This is an optimization exercise on Yosys and OpenROAD, whose aim is small area and a short achievable clock period, not a production implementation.
No functional check of the RTL was part of any run shown here.
Power and IR drop assume default switching activity.

File: flow/design.v
`timescale 1ns / 1ps
module ram64bytes(
    input clk,
    input [5:0] wa,
    input [7:0] din,
    input we,
    input [7:0] ra_hi,	 
    input [7:0] ra_lo,	 
    output [7:0] douta,
    input [2:0] rb,
    output [7:0] doutb,
    output [7:0] dout0	 
    );
	wire [63:0] wsel = we ? (64'b1 << wa) : 64'b0;
	wire [7:0] lb = 8'b1 << rb;
	wire [63:0] asel;
	genvar k;
	generate
		for (k = 0; k < 64; k = k + 1) begin : sel
			assign asel[k] = ra_hi[k/8] & ra_lo[k%8];
		end
		for (k = 0; k < 8; k = k + 1) begin : slice
			ram64bits bits (
				.clk(clk), .wsel(wsel), .d(din[k]),
				.asel(asel), .qa(douta[k]),
				.bsel(lb), .qb(doutb[k]),
				.q0(dout0[k])
				);
		end
	endgenerate
endmodule
module ram64bits(
    input clk,
    input [63:0] wsel,	 
    input d,
    input [63:0] asel,	 
    output qa,
    input [7:0] bsel,	 
    output qb,
    output q0
    );
	reg [63:0] mem;
	integer i;
	always @(posedge clk)
		for (i = 0; i < 64; i = i + 1)
			if (wsel[i])
				mem[i] <= d;
	assign qa = |(mem & asel);
	assign qb = |(mem[15:8] & bsel);
	assign q0 = mem[0];
endmodule
`timescale 1ns / 1ps
module ula(
    input clk14,			 
	 input reset,			 
    input [15:0] a,		 
    input [7:0] din,		 
	 output [7:0] dout,	 
    input mreq_n,			 
    input iorq_n,			 
    input rd_n,			 
    input wr_n,			 
	 input rfsh_n,			 
	 output clkcpu,		 
	 output msk_int_n,	 
    output [13:0] va,	  
	 input [7:0] vramdout, 
	 output [7:0] vramdin, 
    output vramoe,		 
    output vramcs,		  
    output vramwe,		 
    input ear,				   
    output mic,			    
    output spk,            
	 output [7:0] kbrows,    
    input [4:0] kbcolumns,	 
    output r,				
    output g,				 
    output b,				 
    output i,				 
	 output [7:0] rgbulaplus,	 
	 output ulaplus_enabled,	 
    output csync,			
    output hsync,
    output vsync
    );
	reg [2:0] BorderColor;
	reg TimexHiColorMode;
	reg ULAPlusConfig;	 
	reg [7:0] ULAPlusAddrReg;	 
	assign ulaplus_enabled = ULAPlusConfig;
	wire ulaplusport = !iorq_n && a[0] && !a[2] && (a[7:6]==2'b00) && a[15];	 
	wire addrportsel = ulaplusport && !a[14];	 
	wire dataportsel = ulaplusport && a[14];		 
	reg clk7;
	always @(posedge clk14)
		if (reset)
			clk7 <= 0;
		else
			clk7 <= !clk7;
	wire clk7_rise = !clk7;	 
	wire clk7_fall = clk7;	 
	reg [8:0] hc;
	always @(posedge clk14) begin
		if (reset)
			hc <= 0;
		else if (clk7_rise) begin
			if (hc==447)
				hc <= 0;
			else
				hc <= hc + 1;
		end
	end
	reg [8:0] vc;
	always @(posedge clk14) begin
		if (reset)
			vc <= 0;
		else if (clk7_rise && hc==447) begin
			if (vc == 311)
				vc <= 0;
			else
				vc <= vc + 1;
		end
	end
	reg HBlank_n;
	always @(posedge clk14) begin
		if (reset)
			HBlank_n <= 1;
		else if (clk7_fall) begin
			if (((hc)==(320)))
				HBlank_n <= 0;
			else if (((hc)==(415+1)))
				HBlank_n <= 1;
		end
	end
	reg HSync_n;
	always @(posedge clk14) begin
		if (reset)
			HSync_n <= 1;
		else if (clk7_fall) begin
			if (((hc)==(344)))
				HSync_n <= 0;
			else if (((hc)==(375+1)))
				HSync_n <= 1;
		end
	end
	reg VBlank_n;
	always @(posedge clk14) begin
		if (reset)
			VBlank_n <= 1;
		else if (clk7_fall) begin
			if (((vc)==(248)))
				VBlank_n <= 0;
			else if (((vc)==(255+1)))
				VBlank_n <= 1;
		end
	end
	reg VSync_n;
	wire VSync_fall = clk7_fall && VSync_n && ((vc)==(248));
	always @(posedge clk14) begin
		if (reset)
			VSync_n <= 1;
		else if (clk7_fall) begin
			if (((vc)==(248)))
				VSync_n <= 0;
			else if (((vc)==(251+1)))
				VSync_n <= 1;
		end
	end
	reg INT_n;
	assign msk_int_n = INT_n;
	always @(posedge clk14) begin
		if (reset)
			INT_n <= 1;
		else if (clk7_fall) begin
			if (((vc)==(248)) && ((hc)==(0)))
				INT_n <= 0;
			else if (((vc)==(248)) && ((hc)==(31+1)))
				INT_n <= 1;
		end
	end
	reg Border_n;
	always @(posedge clk14) begin
		if (reset)
			Border_n <= 1;
		else if (clk7_fall) begin
			if ( (vc[7] & vc[6]) | vc[8] | hc[8])
				Border_n <= 0;
			else
				Border_n <= 1;
		end
	end
	reg VidEN_n;
	always @(posedge clk14) begin
		if (reset)
			VidEN_n <= 1;
		else if (clk7_fall && hc[3])
			VidEN_n <= !Border_n;
	end
	wire DataLatch_fall = clk7_fall && hc[0] && hc[1] && Border_n && hc[3];
	wire AttrLatch_fall = clk7_fall && hc[0] && !hc[1] && Border_n && hc[3];
	wire AOLatch_fall = clk7_fall && hc[0] && !hc[1] && hc[2];
	reg SLoad;
	always @(posedge clk14) begin
		if (reset)
			SLoad <= 0;
		else if (clk7_fall) begin
			if (!hc[0] & !hc[1] & hc[2] & !VidEN_n)
				SLoad <= 1;
			else
				SLoad <= 0;
		end
	end
	reg [7:0] BitmapReg;
	always @(posedge clk14) begin
		if (reset)
			BitmapReg <= 0;
		else if (DataLatch_fall)
			BitmapReg <= vramdout;
	end
	reg [7:0] SRegister;
	always @(posedge clk14) begin
		if (reset)
			SRegister <= 0;
		else if (clk7_fall) begin
			if (SLoad)
				SRegister <= BitmapReg;
			else
				SRegister <= {SRegister[6:0],1'b0};
		end
	end
	reg [7:0] AttrReg;
	always @(posedge clk14) begin
		if (reset)
			AttrReg <= 0;
		else if (AttrLatch_fall)
			AttrReg <= vramdout;
	end
	reg [7:0] AttrOut;
	always @(posedge clk14) begin
		if (reset)
			AttrOut <= 0;
		else if (AOLatch_fall) begin
			if (!VidEN_n)
				AttrOut <= AttrReg;
			else
				AttrOut <= {2'b00,BorderColor,BorderColor};
		end
	end
	reg [4:0] FlashCnt;
	always @(posedge clk14) begin
		if (reset)
			FlashCnt <= 0;
		else if (VSync_fall)
			FlashCnt <= FlashCnt + 1;
	end
	wire Pixel = SRegister[7] ^ (AttrOut[7] & FlashCnt[4]);
	reg rI,rG,rR,rB;
	assign r = rR;
	assign g = rG;
	assign b = rB;
	assign i = rI;
	always @(*) begin
		if (HBlank_n && VBlank_n)
			{rI,rG,rR,rB} = (Pixel)? {AttrOut[6],AttrOut[2:0]} : {AttrOut[6],AttrOut[5:3]};
		else
			{rI,rG,rR,rB} = 4'b0000;
	end
	assign csync = HSync_n & VSync_n;
	assign vsync = VSync_n;
	assign hsync = HSync_n;
	wire ulaslot = Border_n && hc[3];
	wire cpublock = Border_n && (hc[3:0]==4'b0000);
	wire c3 = hc[2] | (hc[1] & hc[0] & !clk7);
	wire [4:0] col = {hc[7:4], c3};
	wire [12:0] dispaddr = {vc[7:6], vc[2:0], vc[5:3], col};
	wire [13:0] ulaaddr = hc[1] ? {1'b0, dispaddr} :
	                      TimexHiColorMode ? {1'b1, dispaddr} : {4'b0110, vc[7:3], col};
	assign va = ulaslot ? ulaaddr : a[13:0];
	assign vramcs = ulaslot | (!cpublock & !a[15] & a[14] & !mreq_n);
	assign vramoe = ulaslot ? !hc[0] : (!cpublock & !rd_n);
	assign vramwe = !ulaslot & !cpublock & !wr_n;
	wire fetchslot = Border_n && hc[3] && hc[1];
	wire palettewe = dataportsel && !wr_n && (ULAPlusAddrReg[7:6]==2'b00) && !fetchslot;
	reg fetchslot_next;
	reg [5:0] paletteaddr_reg;
	wire fetchslot_next2 = Border_n && hc[3] && (hc[1] ^ hc[0]);
	wire [7:0] AttrReg_next = AttrLatch_fall ? vramdout : AttrReg;
	wire [5:0] fetchaddr_next2 = hc[0] ? { AttrReg_next[7:6],1'b1,AttrReg_next[5:3] } : { AttrReg_next[7:6],1'b0,AttrReg_next[2:0] };
	always @(posedge clk14) begin
		if (reset) begin
			fetchslot_next <= 0;
			paletteaddr_reg <= 0;
		end
		else begin
			fetchslot_next <= fetchslot_next2;
			paletteaddr_reg <= fetchslot_next2 ? fetchaddr_next2 :
			                   (clk7_rise && addrportsel && !wr_n) ? din[5:0] : ULAPlusAddrReg[5:0];
		end
	end
	wire addrreg_wr = clk7_rise && addrportsel && !wr_n;
	wire next_from_din = addrreg_wr && !fetchslot_next;
	wire [5:0] ra = next_from_din ? din[5:0] : paletteaddr_reg;
	wire [7:0] ra_hi = 8'b1 << ra[5:3];
	wire [7:0] ra_lo = 8'b1 << ra[2:0];
	wire palette_bypass = palettewe && ((reset ? 6'd0 : paletteaddr_reg) == ULAPlusAddrReg[5:0]);
	wire [7:0] paletteread;
	wire [7:0] paletteborder;
	wire [7:0] palettefirst;	 
	reg [7:0] palettedout;
	always @(posedge clk14)
		palettedout <= palette_bypass ? din : reset ? palettefirst : paletteread;
	ram64bytes palette (
		.clk(clk14),
		.wa(ULAPlusAddrReg[5:0]),
		.din(din),
		.we(palettewe),
		.ra_hi(ra_hi),
		.ra_lo(ra_lo),
		.douta(paletteread),
		.rb(BorderColor),
		.doutb(paletteborder),
		.dout0(palettefirst)
		);
	reg [7:0] ULAPlusPaper;
	reg [7:0] ULAPlusInk;
	reg [7:0] ULAPlusBorder;
	wire ULAPlusPixel = SRegister[7];
	always @(posedge clk14) begin
		if (reset) begin
			ULAPlusPaper <= 0;
			ULAPlusInk <= 0;
		end
		else begin
			if (fetchslot && !hc[0] && !clk7)
				ULAPlusPaper <= palettedout;
			if (fetchslot && hc[0] && !clk7)
				ULAPlusInk <= palettedout;
		end
	end
	always @(posedge clk14) begin
		if (reset)
			ULAPlusBorder <= 0;
		else if (hc[3:0]==12 && !dataportsel)
			ULAPlusBorder <= paletteborder;
	end
	reg [7:0] ULAPlusPaperOut;
	reg [7:0] ULAPlusInkOut;
	always @(posedge clk14) begin
		if (reset) begin
			ULAPlusPaperOut <= 0;
			ULAPlusInkOut <= 0;
		end
		else if (AOLatch_fall) begin
			if (!VidEN_n) begin
				ULAPlusPaperOut <= ULAPlusPaper;
				ULAPlusInkOut <= ULAPlusInk;
			end
			else begin
				ULAPlusPaperOut <= ULAPlusBorder;
				ULAPlusInkOut <= ULAPlusBorder;
			end
		end
	end
	assign rgbulaplus = (HBlank_n && VBlank_n) ? (ULAPlusPixel ? ULAPlusInkOut : ULAPlusPaperOut) : 8'h00;
	reg CPUClk;
	assign clkcpu = CPUClk;
	reg ioreqtw3;
	reg mreqt23;
	wire ioreq_n = a[0] | iorq_n;
	wire Nor1 = (~(a[14] | ~ioreq_n)) |
	            (~(~a[15] | ~ioreq_n)) |
					(~(hc[2] | hc[3])) |
					(~Border_n | ~ioreqtw3 | ~CPUClk | ~mreqt23);
	wire Nor2 = (~(hc[2] | hc[3])) |
	            ~Border_n |
					~CPUClk |
					ioreq_n |
					~ioreqtw3;
	wire CLKContention = ~Nor1 | ~Nor2;
	always @(posedge clk14) begin
		if (reset) begin
			ioreqtw3 <= 0;
			mreqt23 <= 0;
		end
		else if (clk7_rise && !CPUClk) begin
			ioreqtw3 <= ioreq_n;
			mreqt23 <= mreq_n;
		end
	end
	always @(posedge clk14) begin	 
		if (reset)
			CPUClk <= 0;
		else if (clk7_rise) begin
			if (CPUClk && !CLKContention)    
				CPUClk <= 0;
			else
				CPUClk <= 1;
		end
	end
	always @(posedge clk14) begin
		if (reset) begin
			ULAPlusConfig <= 0;
			ULAPlusAddrReg <= 0;
		end
		else if (clk7_rise) begin
			if (addrportsel && !wr_n)
				ULAPlusAddrReg <= din;
			else if (dataportsel && !wr_n && ULAPlusAddrReg[7:6]==2'b01)
				ULAPlusConfig <= din[0];
		end
	end
	reg [7:0] idle_dout;
	wire Border_n_next = clk7_fall ? !((vc[7] & vc[6]) | vc[8] | hc[8]) : Border_n;
	always @(posedge clk14)
		if (reset)
			idle_dout <= 0;
		else
			idle_dout <= Border_n_next ? AttrReg_next : 8'hFF;
	wire [7:0] data_dout = (ULAPlusAddrReg[7:6]==2'b01) ? {7'b0000000, ULAPlusConfig} :
	                       (ULAPlusAddrReg[7:6]==2'b00) ? palettedout : idle_dout;
	ula_dout cpu_dout (
		.a(a), .mreq_n(mreq_n), .iorq_n(iorq_n), .rd_n(rd_n),
		.vramdout(vramdout), .ear(ear), .kbcolumns(kbcolumns),
		.timex(TimexHiColorMode), .addrreg(ULAPlusAddrReg), .data_dout(data_dout), .idle_dout(idle_dout),
		.dout(dout)
		);
	assign vramdin = din;		 
	assign kbrows = {a[11], a[10], a[9], a[12], a[13], a[8], a[14], a[15]};
	reg rMic;
	reg rSpk;
	assign mic = rMic;
	assign spk = rSpk;
	always @(posedge clk14) begin
		if (reset) begin
			TimexHiColorMode <= 0;
			rSpk <= 0;
			rMic <= 0;
			BorderColor <= 3'b100;
		end
		else if (clk7_fall) begin
			if (!iorq_n && a[7:0]==8'hFF && !wr_n)
				TimexHiColorMode <= din[1];
			else if (!iorq_n & !a[0] & !wr_n)
				{rSpk,rMic,BorderColor} <= din[4:0];
		end
	end
endmodule
module ula_dout(
	input [15:0] a,
	input mreq_n,
	input iorq_n,
	input rd_n,
	input [7:0] vramdout,
	input ear,
	input [4:0] kbcolumns,
	input timex,
	input [7:0] addrreg,
	input [7:0] data_dout,
	input [7:0] idle_dout,
	output [7:0] dout
	);
	wire s_vram = !a[15] && a[14] && !mreq_n && !rd_n;	 
	wire [7:0] ulap_dout = a[14] ? data_dout : addrreg;	 
	wire [7:0] io1_dout = (a[7:1]==7'h7F) ? {6'b000000,timex,1'b0} :	 
	                      (!a[2] && a[7:6]==2'b00 && a[15]) ? ulap_dout : idle_dout;	 
	wire [7:0] io_dout = a[0] ? io1_dout : {1'b1,ear,1'b1,kbcolumns};	 
	wire [7:0] cpu_dout = (!iorq_n && !rd_n) ? io_dout : idle_dout;
	assign dout = s_vram ? vramdout : cpu_dout;
endmodule
File: flow/flow/run.sh
#!/bin/bash
# Layout flow: the standard flow (standard.sh, ORFS) with three changes
# made through ORFS's own variables:
#  - ports are buffered with sky130_fd_sc_hd__buf_1 rather than the delay
#    buffer buffer_ports picks by default;
#  - clock tree synthesis uses clkbuf_16 sink clusters and no dummy loads;
#  - everything else as in the standard flow (synthesis unchanged).
# Each step's full output goes to a log file in this folder.
set -euo pipefail
export BUFFER_PORTS_ARGS="-buffer_cell sky130_fd_sc_hd__buf_1"
export CTS_ARGS="-sink_clustering_enable -repair_clock_nets -dont_use_dummy_load -buf_list sky130_fd_sc_hd__clkbuf_16 -sink_clustering_size 24 -sink_clustering_max_diameter 70"
bash standard.sh synth > synth.log 2>&1
bash standard.sh floorplan > floorplan.log 2>&1
bash standard.sh place > place.log 2>&1
bash standard.sh cts > cts.log 2>&1
bash standard.sh route > route.log 2>&1
bash standard.sh finish > finish.log 2>&1
File: flow/standard.sh
#!/bin/bash
# synth_recipe.tcl (not shown) runs the flow's synth.tcl, then flattens the netlist and writes it again
# the make line also repeats each setting of config.mk as NAME=value (left out here)
make -C /OpenROAD-flow-scripts/flow DESIGN_CONFIG=/design/flow/config.mk WORK_HOME=/design/flow/orfs CLKGATE_MAP_FILE= SYNTH_SCRIPT=/design/flow/synth_recipe.tcl "${@:-finish}"
File: flow/config.mk
export PLATFORM = sky130hd
export DESIGN_NAME = ula
export DESIGN_NICKNAME = ula
export VERILOG_FILES = /design/flow/design.v
export SDC_FILE = /design/flow/constraint.sdc
export NUM_CORES = 4
export LEC_CHECK = 0
export CAP_MARGIN = 20
export CORE_MARGIN = 2
export CORE_UTILIZATION = 40
export PLACE_DENSITY = 0.6
export SETUP_SLACK_MARGIN = 4.6
export SLEW_MARGIN = 20
export SYNTH_HIERARCHICAL = 1
export SYNTH_MINIMUM_KEEP_SIZE = 0
export TNS_END_PERCENT = 100
File: flow/constraint.sdc
create_clock -name core_clock -period 10.0 [get_ports {clk14}]
set_input_delay 2.0000 -clock core_clock [delete_from_list [all_inputs] [get_ports {clk14}]]
set_output_delay 2.0000 -clock core_clock [all_outputs]
set_load 0.01 [all_outputs]
==> flow_metrics.tcl, run 1 <==
set metrics [dict create \
    p_leak_uw 0.009430 \
    seq_area_frac_synth_pct 67.86 \
    reg_top3 "palette.slice.bits.mem (512), hc (9), vc (9)" \
    grt_pass1_vias 16749 \
    final_hold_viol_count 0 \
    core-area_um2 66920 \
    fillers 5945 \
    grt_util_all_layers_pct 20.87 \
    synth_edf_count 512 \
    post-route-drc-count 0 \
    r2r-end "palettedout[0]" \
    hold_slack_ns 0.4763 \
    grt_remaining_overflow 0 \
    required_ns 10.46 \
    setup-tns-final_ns 0 \
    ir_worst_vdd_mv 0.1094 \
    num_vias 17361 \
    synth-seq-cells 657 \
    post-route-util_pct 44.28 \
    gp_congestion 0.9436 \
    fp.dieH_um 263.5 \
    wl_per_cell_um 26.04 \
    cts.sinks 657 \
    vias_per_cell 6.041 \
    dp_cells 2813 \
    fin_crit_sh_pct 53.97 \
    clock_latency_ns 0.57 \
    netlist_instances 1896 \
    tritoncts "built" \
    hp-start "BitmapReg[6]" \
    htree_levels 2 \
    min_path_cells 2 \
    rows 95 \
    ctsHoldBuffers 0 \
    ys_warn_count 8 \
    rsz0062_at_grt "yes" \
    pwr_density_cell_nw_per_um2 154.9 \
    worst-setup-path-type "in2reg" \
    cap_viol_max_count 0 \
    netlist_area_um2 26930 \
    cts_buffer_depth 3 \
    setup_viol 0 \
    antenna_found_initial 2 \
    timing.rr.start "clk7" \
    critPathLaunchType "input port" \
    cts.clk_slew.worst_paths_ns 0.10 \
    reg2reg_slack_ns 6.01 \
    drt_iter0_markers 2022 \
    largest_register_ffs 512 \
    outcome "finished clean" \
    root_buffer "clkbuf_16" \
    path_max_fanout 8 \
    nNetsFinal 2051 \
    dieArea_um2 69420 \
    end_kind "flop" \
    worstPathArrival_ns 5.86 \
    drive_gt1_share_pct 12.56 \
    power_uw 4588 \
    hold_path_class "reg2reg" \
    hpwl_mm 50.75 \
    fmax_ghz 0.1853 \
    synthFlopType "edfxtp_1" \
    dr.pass1.iters 7 \
    slew_viol_final 0 \
    async_flop_share_pct 0 \
    ant_nets 0 \
    instances_no_fill 2874 \
    port_buffers 104 \
    initial_core_util_pct 40.25 \
    grt_pass1_wl_mm 108.7 \
    grt_max_degree 88 \
    top_register "palette.slice.bits.mem" \
    ff2ff_path_depth 14 \
    relSlewSlack_pct 38.30 \
    worstMarginPinSlew_ns 0.9235 \
    area_growth_pct 10.01 \
    final.min_clock_period_ns 5.397 \
    io_pins 106 \
    min_to "BitmapReg[6]" \
    fp.dieW_um 263.5 \
    yosysUniqueCellTypes 71 \
    synth_area_per_cell_um2 14.21 \
    drt_wl_total_mm 74.84 \
    cts_buffers 36 \
    clock_skew_ns 0.03120 \
]
-- power by group --
group          switching, uW  total [uW]  internal (uW)  leakage [uW]
Sequential              13.3        2960           2940       0.00578
Clock                    827        1470            645      0.000444
Combinational            115         161           45.3       0.00321
Total                    955        4590           3630       0.00943
-- per-layer routing --
| layer | part of all wire (%) | wire, um | track usage (%) | vias up |
|---|---|---|---|---|
| met1 | 42 | 31430 | 28.61 | 8748 |
| met5 | 0 | 0 | 0 | - |
| met4 | 3.6 | 2695 | 7.382 | 0 |
| met2 | 46 | 34800 | 33.66 | 763 |
| li1 | - | - | - | 7723 |
| met3 | 7.9 | 5923 | 3.377 | 127 |
-- per-stage QoR --
stage / setup WS (ns) / instance area (um^2)
4_1_cts: 4.589 / 29400
2_1_floorplan: 4.945 / 26930
5_1_grt: 4.558 / 29620
3_3_place_gp: 3.334 / 28170
3_5_place_dp: 3.301 / 28170
6_report: 4.603 / 29630
-- worst max-delay path: stages --
cell and delay, ns:
buf_2 0.16, nor4b_4 0.34, buf_4 0.19, and4b_2 0.33, buf_4 0.15, mux2_2 0.23
nor2_1 0.07, buf_4 0.21, and2_2 0.27, a22o_1 0.19, a221oi_1 0.33, nand4_1 0.24
or4_4 0.58, mux2_2 0.29, mux2_2 0.27
-- logic make-up after synthesis --
| logic type | count (synthesis) | synth area share, % |
|---|---|---|
| muxes | 123 | 4.618 |
| xor gates and xnor gates | 18 | 0.5853 |
| buffers and inverters | 93 | 1.719 |
| and+or+nand+nor | 555 | 10.90 |
| DFF | 657 | 67.86 |
| AOI/OAI and AO/OA | 445 | 14.08 |
| adders and majority gates | 5 | 0.2323 |
-- how the worst max path moves through the flow --
stage / to / start / slack (ns)
floorplan: dout[5] / a[14] / 4.95
global placement: palettedout[4] / a[0] / 3.33
detailed placement: palettedout[4] / a[0] / 3.30
CTS: palettedout[4] / a[0] / 4.59
global route: palettedout[7] / a[0] / 4.56
finish: palettedout[0] / a[2] / 4.60
-- area by class of cell --
type                    instances  area, um^2  area share (%)
diodes                          2       5.005         0.01689
clock buffers                  36       900.9           3.040
inverters                      12       45.04          0.1520
multi-input cells            1147        8566           28.91
flip-flops and latches        657       18280           61.69
well taps                     873        1092           3.687
repair buffers                147       743.2           2.508
-- modules after synthesis, one instance, submodules excluded --
module / cell area, um^2 / times used / flip-flops and latches
ram64bits: 2310 / 8 / 64
ram64bytes: 955.9 / 1 / 0
ula: 7012 / 1 / 145
ula_dout: 488.0 / 1 / 0
-- placed cells by master, fill, tap and decap left out, types with 10 or more instances in the layout --
cell | Yosys | routed
a211oi_1 | 32 | 32
a21oi_1 | 32 | 32
a221oi_1 | 80 | 55
a221oi_2 | 48 | 73
a22o_1 | 120 | 120
a22oi_1 | 32 | 32
a31oi_1 | 16 | 13
and2_1 | 67 | 52
buf_1 | 3 | 89
buf_4 | 19 | 39
clkbuf_16 | 0 | 36
dfxtp_1 | 145 | 145
edfxtp_1 | 512 | 512
inv_1 | 12 | 12
mux2_2 | 10 | 10
mux2i_1 | 113 | 110
nand2_1 | 77 | 77
nand2b_1 | 19 | 19
nand3_1 | 10 | 10
nand3b_1 | 11 | 11
nand4_1 | 51 | 51
nor2_1 | 223 | 208
nor2_2 | 1 | 10
o21ai_0 | 45 | 45
xor2_1 | 11 | 11
-- timing repair --
| item | 4_1_cts | 5_1_grt |
|---|---|---|
| gates resized for setup | 51 | 48 |
| endpoints found under the hold margin | 0 | 0 |
| pin swaps | 13 | 19 |
| gates cloned | 1 | 1 |
| setup endpoints to repair | 16 | 15 |
| setup buffers | 15 | 6 |
-- cells in the mapped netlist (5+ instances only) --
| master | number | area [um^2] |
|---|---|---|
| a221oi_1 | 80 | 700.7 |
| xnor2_1 | 7 | 61.31 |
| clkbuf_1 | 35 | 131.4 |
| a22oi_1 | 32 | 240.2 |
| o211ai_1 | 5 | 37.54 |
| nand3_1 | 10 | 50.05 |
| nor2_1 | 223 | 837.1 |
| a31oi_1 | 16 | 100.1 |
| ha_1 | 5 | 62.56 |
| nor3_1 | 10 | 50.05 |
| inv_1 | 12 | 45.04 |
| o21ai_0 | 45 | 225.2 |
| nand2b_1 | 19 | 118.9 |
| or3_1 | 9 | 56.30 |
| buf_2 | 22 | 110.1 |
| a22o_2 | 8 | 80.08 |
| a21oi_1 | 32 | 160.2 |
| nand4b_1 | 6 | 52.55 |
| nor2b_1 | 6 | 37.54 |
| xor2_1 | 11 | 96.34 |
| o2111ai_1 | 5 | 43.79 |
| mux2_2 | 10 | 112.6 |
| buf_4 | 19 | 142.6 |
| nand4_1 | 51 | 319.1 |
| mux2i_1 | 113 | 1131 |
| edfxtp_1 | 512 | 15370 |
| and2_1 | 67 | 419.2 |
| dfxtp_1 | 145 | 2903 |
| nand4bb_1 | 6 | 67.56 |
| a221oi_2 | 48 | 720.7 |
| a22o_1 | 120 | 1051 |
| nand3b_1 | 11 | 82.58 |
| nor3b_1 | 7 | 52.55 |
| or4_1 | 9 | 67.56 |
| a211oi_1 | 32 | 240.2 |
| nand2_1 | 77 | 289.0 |
==> run 2, diff against run 1 <==
--- a/flow/design.v
+++ b/flow/design.v
@@ -11,43 +11,22 @@
     output [7:0] doutb,
     output [7:0] dout0	 
     );
-	wire [63:0] wsel = we ? (64'b1 << wa) : 64'b0;
+	reg [7:0] mem[0:63];
+	always @(posedge clk) if (we) mem[wa] <= din;
 	wire [7:0] lb = 8'b1 << rb;
-	wire [63:0] asel;
-	genvar k;
-	generate
-		for (k = 0; k < 64; k = k + 1) begin : sel
-			assign asel[k] = ra_hi[k/8] & ra_lo[k%8];
-		end
-		for (k = 0; k < 8; k = k + 1) begin : slice
-			ram64bits bits (
-				.clk(clk), .wsel(wsel), .d(din[k]),
-				.asel(asel), .qa(douta[k]),
-				.bsel(lb), .qb(doutb[k]),
-				.q0(dout0[k])
-				);
-		end
-	endgenerate
-endmodule
-module ram64bits(
-    input clk,
-    input [63:0] wsel,	 
-    input d,
-    input [63:0] asel,	 
-    output qa,
-    input [7:0] bsel,	 
-    output qb,
-    output q0
-    );
-	reg [63:0] mem;
-	integer i;
-	always @(posedge clk)
-		for (i = 0; i < 64; i = i + 1)
-			if (wsel[i])
-				mem[i] <= d;
-	assign qa = |(mem & asel);
-	assign qb = |(mem[15:8] & bsel);
-	assign q0 = mem[0];
+	reg [7:0] a, b;
+	integer k;
+	always @(*) begin
+		a = 8'h00;
+		for (k = 0; k < 64; k = k + 1)
+			a = a | (mem[k] & {8{ra_hi[k/8] & ra_lo[k%8]}});
+		b = 8'h00;
+		for (k = 0; k < 8; k = k + 1)
+			b = b | (mem[8+k] & {8{lb[k]}});
+	end
+	assign douta = a;
+	assign doutb = b;
+	assign dout0 = mem[0];
 endmodule
 `timescale 1ns / 1ps
 module ula(
@@ -308,8 +287,10 @@
 	wire [7:0] paletteborder;
 	wire [7:0] palettefirst;	 
 	reg [7:0] palettedout;
+	wire palette_useread = !palette_bypass && !reset;
+	wire [7:0] palette_other = palette_bypass ? din : palettefirst;
 	always @(posedge clk14)
-		palettedout <= palette_bypass ? din : reset ? palettefirst : paletteread;
+		palettedout <= palette_useread ? paletteread : palette_other;
 	ram64bytes palette (
 		.clk(clk14),
 		.wa(ULAPlusAddrReg[5:0]),
@@ -460,11 +441,41 @@
 	input [7:0] idle_dout,
 	output [7:0] dout
 	);
-	wire s_vram = !a[15] && a[14] && !mreq_n && !rd_n;	 
-	wire [7:0] ulap_dout = a[14] ? data_dout : addrreg;	 
-	wire [7:0] io1_dout = (a[7:1]==7'h7F) ? {6'b000000,timex,1'b0} :	 
-	                      (!a[2] && a[7:6]==2'b00 && a[15]) ? ulap_dout : idle_dout;	 
-	wire [7:0] io_dout = a[0] ? io1_dout : {1'b1,ear,1'b1,kbcolumns};	 
-	wire [7:0] cpu_dout = (!iorq_n && !rd_n) ? io_dout : idle_dout;
-	assign dout = s_vram ? vramdout : cpu_dout;
+	wire [7:0] kb = {1'b1,ear,1'b1,kbcolumns};
+	wire [7:0] tmx = {6'b000000,timex,1'b0};
+	genvar k;
+	generate
+		for (k = 0; k < 8; k = k + 1) begin : dbit
+			ula_dout_bit m (
+				.a15(a[15]), .a14(a[14]), .a7(a[7]), .a6(a[6]), .a5(a[5]), .a4(a[4]),
+				.a3(a[3]), .a2(a[2]), .a1(a[1]), .a0(a[0]),
+				.mreq_n(mreq_n), .iorq_n(iorq_n), .rd_n(rd_n),
+				.vram(vramdout[k]), .kb(kb[k]), .tmx(tmx[k]), .addrreg(addrreg[k]),
+				.data(data_dout[k]), .idle(idle_dout[k]),
+				.dout(dout[k])
+				);
+		end
+	endgenerate
+endmodule
+module ula_dout_bit(
+	input a15, input a14, input a7, input a6, input a5, input a4,
+	input a3, input a2, input a1, input a0,
+	input mreq_n,
+	input iorq_n,
+	input rd_n,
+	input vram,		 
+	input kb,		 
+	input tmx,		 
+	input addrreg,	 
+	input data,		 
+	input idle,		 
+	output dout
+	);
+	wire s_vram = !a15 && a14 && !mreq_n && !rd_n;	 
+	wire ulap = a14 ? data : addrreg;	 
+	wire io1 = (a7 && a6 && a5 && a4 && a3 && a2 && a1) ? tmx :	 
+	           (!a2 && !a7 && !a6 && a15) ? ulap : idle;	 
+	wire io = a0 ? io1 : kb;	 
+	wire cpu = (!iorq_n && !rd_n) ? io : idle;
+	assign dout = s_vram ? vram : cpu;
 endmodule
==> run 2 against run 1 <==
Against the previous run: power is 2.5% higher; clock power rose by 6%; sequential share of layout area shrank 1.1 points; clock skew is 0.058 ns higher; first-iteration DRC count decreased by 4.6%; cell area rose by 1.8%; die area up 2.5%; critical endpoint is now palettedout[5].
==> flow_metrics.tcl, run 2 <==
set metrics [dict create \
    synth-seq-cells 657 \
    ys_warn_count 8 \
    htree_levels 2 \
    area_growth_pct 9.235 \
    clock_latency_ns 0.59 \
    power_uw 4703 \
    setup-tns-final_ns 0 \
    grt_max_degree 102 \
    min_to "AttrOut[7]" \
    grt_pass1_vias 17242 \
    reg_top3 "palette.mem (512), hc (9), vc (9)" \
    synth.top_cell.area_share_pct 55.68 \
    yosysUniqueCellTypes 74 \
    final_cell_mix "edfxtp_1, nor2_1, a22oi_1" \
    synth_area_per_cell_um2 13.42 \
    tritoncts "built" \
    cts_buffers 40 \
    timing.rr.start "clk7" \
    num_vias 17925 \
    vias_per_cell 5.971 \
    cts_buffer_depth 3 \
    critPathLaunchType "input port" \
    reg2reg_slack_ns 5.91 \
    synth_edf_count 512 \
    final.min_clock_period_ns 5.422 \
    synth_top_area_cell "edfxtp_1" \
    worst-setup-path-type "in2reg" \
    final_hold_viol_count 0 \
    pre_cts_ws_ns 3.258 \
    fp.dieH_um 266.7 \
    fp.dieW_um 266.7 \
    synthTopCellsByCount "edfxtp_1, nor2_1, a22oi_1" \
    diodes 0 \
    r2r-end "palettedout[0]" \
    port_buffers 104 \
    ant_nets 0 \
    relSlewSlack_pct 23.02 \
    cts.sinks 657 \
    p_leak_uw 0.009558 \
    fin_crit_sh_pct 54.22 \
    end_kind "flop" \
    rows 96 \
    pwr_density_cell_nw_per_um2 155.9 \
    path_max_fanout 39 \
    grt_pass1_wl_mm 113.7 \
    worstPathArrival_ns 5.84 \
    ff2ff_path_depth 12 \
    setup_viol 0 \
    synth.most_common_cell "edfxtp_1" \
    clock_skew_ns 0.08935 \
    antenna_found_initial 0 \
    dr.pass1.iters 8 \
    netlist_area_um2 27610 \
    hold_slack_ns 0.4762 \
    async_flop_share_pct 0 \
    final_common_cell "edfxtp_1" \
    wl_per_cell_um 25.93 \
    dieArea_um2 71150 \
    cap_viol_max_count 0 \
    core-area_um2 68470 \
    fin_area_um2 30160 \
    worstMarginPinSlew_ns 1.150 \
    cts.clk_slew.worst_paths_ns 0.08 \
    drt_iter0_markers 1928 \
    fillers 6160 \
    required_ns 10.42 \
    yosys-top-cells-area "edfxtp_1, dfxtp_1, mux2i_1" \
    slew_viol_final 0 \
    dpl-instance-area_um2 28850 \
    grt_util_all_layers_pct 21.50 \
    largest_register_ffs 512 \
    grt_remaining_overflow 0 \
    initial_core_util_pct 40.33 \
    rsz0062_at_grt "yes" \
    seq_area_frac_synth_pct 66.19 \
    synthFlopType "edfxtp_1" \
    outcome "finished clean" \
    post-route-drc-count 0 \
    hpwl_mm 49.70 \
    drive_gt1_share_pct 11.46 \
    nNetsFinal 2172 \
    top_register "palette.mem" \
    regArea_um2 18280 \
    hp-start "AttrOut[7]" \
    min_path_cells 2 \
    hold_path_class "reg2reg" \
    multi_input_area_um2 8821 \
    gp_congestion 0.8701 \
    root_buffer "clkbuf_16" \
    fmax_ghz 0.1844 \
    netlist_instances 2057 \
    io_pins 106 \
    ir_worst_vdd_mv 0.1247 \
    drt_wl_total_mm 77.85 \
    layout_setup_ws_ns 4.578 \
]
run 2: cell count changes after synthesis, moves of 25 or more:
| cell | change |
|---|---|
| a221oi_1 | -66 |
| a221oi_2 | -48 |
| a222oi_1 | +37 |
| a22o_1 | -55 |
| a22oi_1 | +124 |
| and2_1 | -62 |
| clkbuf_1 | +31 |
| mux2_2 | +31 |
| nand3_1 | +41 |
| nand4_1 | -25 |
run 2: metrics by stage:
| step | cells | util [%] |
|---|---|---|
| 3_5_place_dp | 2948 | 42.14 |
| 4_1_cts | 2996 | 43.81 |
| 2_1_floorplan | 2064 | - |
| 6_report | 3002 | 44.06 |
| 3_3_place_gp | 2948 | 42.12 |
| 5_1_grt | 3002 | 44.06 |
run 2: modules after synthesis, one instance, submodules excluded:
| module | cells inside | copies in the design |
|---|---|---|
| ram64bytes | 1161 | 1 |
| ula | 774 | 1 |
| ula_dout_bit | 15 | 8 |
| ula_dout | 2 | 1 |
run 2: area by class of cell:
type                    instances  share of cell area [%]
clock buffers                  40                   3.319
inverters                      16                  0.1991
multi-input cells            1247                   29.24
flip-flops and latches        657                   60.60
well taps                     882                   3.659
repair buffers                160                   2.983
run 2: worst max-delay path, cell delays in order:
cell	delay, ns
buf_1	0.08
buf_6	0.17
nor4b_4	0.30
buf_4	0.17
and4b_4	0.32
mux2i_4	0.36
buf_4	0.17
nor2_2	0.04
buf_6	0.24
a222oi_1	0.42
o22ai_1	0.15
a211oi_1	0.76
nand4_1	0.18
mux2i_1	0.30
mux2i_1	0.13
run 2: layer usage:
metal  vias up  wire [um]  track usage (%)
met2       749      36430            34.34
met4         2       2665            7.531
li1       8103          -                -
met5         -        151            1.525
met1      8950      32290            29.22
met3       121       6306            4.106
run 2: logic make-up after synthesis:
kind of cell,count (synthesis),share of synthesized area [%]
XOR/XNOR,19,0.6027
buffers and inverters,161,2.764
adder cells (fa/ha/maj),5,0.2266
AO/OA/AOI/OAI,496,13.33
flip-flops,657,66.19
other,2,0.02720
multiplexers,173,6.819
AND/OR/NAND/NOR,544,10.04
run 2: worst max-delay path by stage:
stage / from / end / slack (ns) / cells past startpoint
6_report: a[6] / palettedout[5] / 4.58 / 15
5_1_grt: a[14] / dout[6] / 4.56 / 8
3_3_place_gp: iorq_n / palettedout[0] / 3.33 / 13
2_1_floorplan: iorq_n / palettedout[7] / 5.10 / 14
4_1_cts: a[7] / palettedout[0] / 4.54 / 13
3_5_place_dp: iorq_n / palettedout[4] / 3.26 / 14
run 2: timing repair:
item                       CTS  global route
hold buffers                 0             0
cloned                       1             0
pin swaps                    4             7
setup buffers                7             6
setup endpoints to repair   18            16
gates resized for setup     21            33
run 2: power by group:
part | internal (uW) | switching, uW | total [uW]
combinational | 55.4 | 128 | 183
clock | 712 | 850 | 1560
sequential | 2940 | 14.0 | 2960

## re-timing with driven ports
The results above use ideal ports. As a check the final layouts listed here were re-extracted and re-timed, cells and wires unchanged. Step 1 sets driving cells, clkbuf_16 on the clock port and buf_2 on the other inputs (assumed; they add their load-dependent delay and slew). Step 2 also shifts input and output timing later by t, the mid clock arrival at the registers, as if the neighbouring blocks saw the same clock. Three values: ideal, step 1, step 2; two values: the first two.
| run | t (ns) | setup WS [ns] | worst data-port slew with drivers (ns) |
|---|---|---|---|
| run 1 | 0.624 | 4.603 / 4.630 / 4.018 | 0.04 |
| run 2 | 0.613 | 4.578 / 4.584 / 4.003 | 0.03 |
After both steps every run listed still meets setup and hold. For run 1, which loses most, drivers alone change the setup slack by +0.027 ns; drivers and shift together by -0.585 ns.
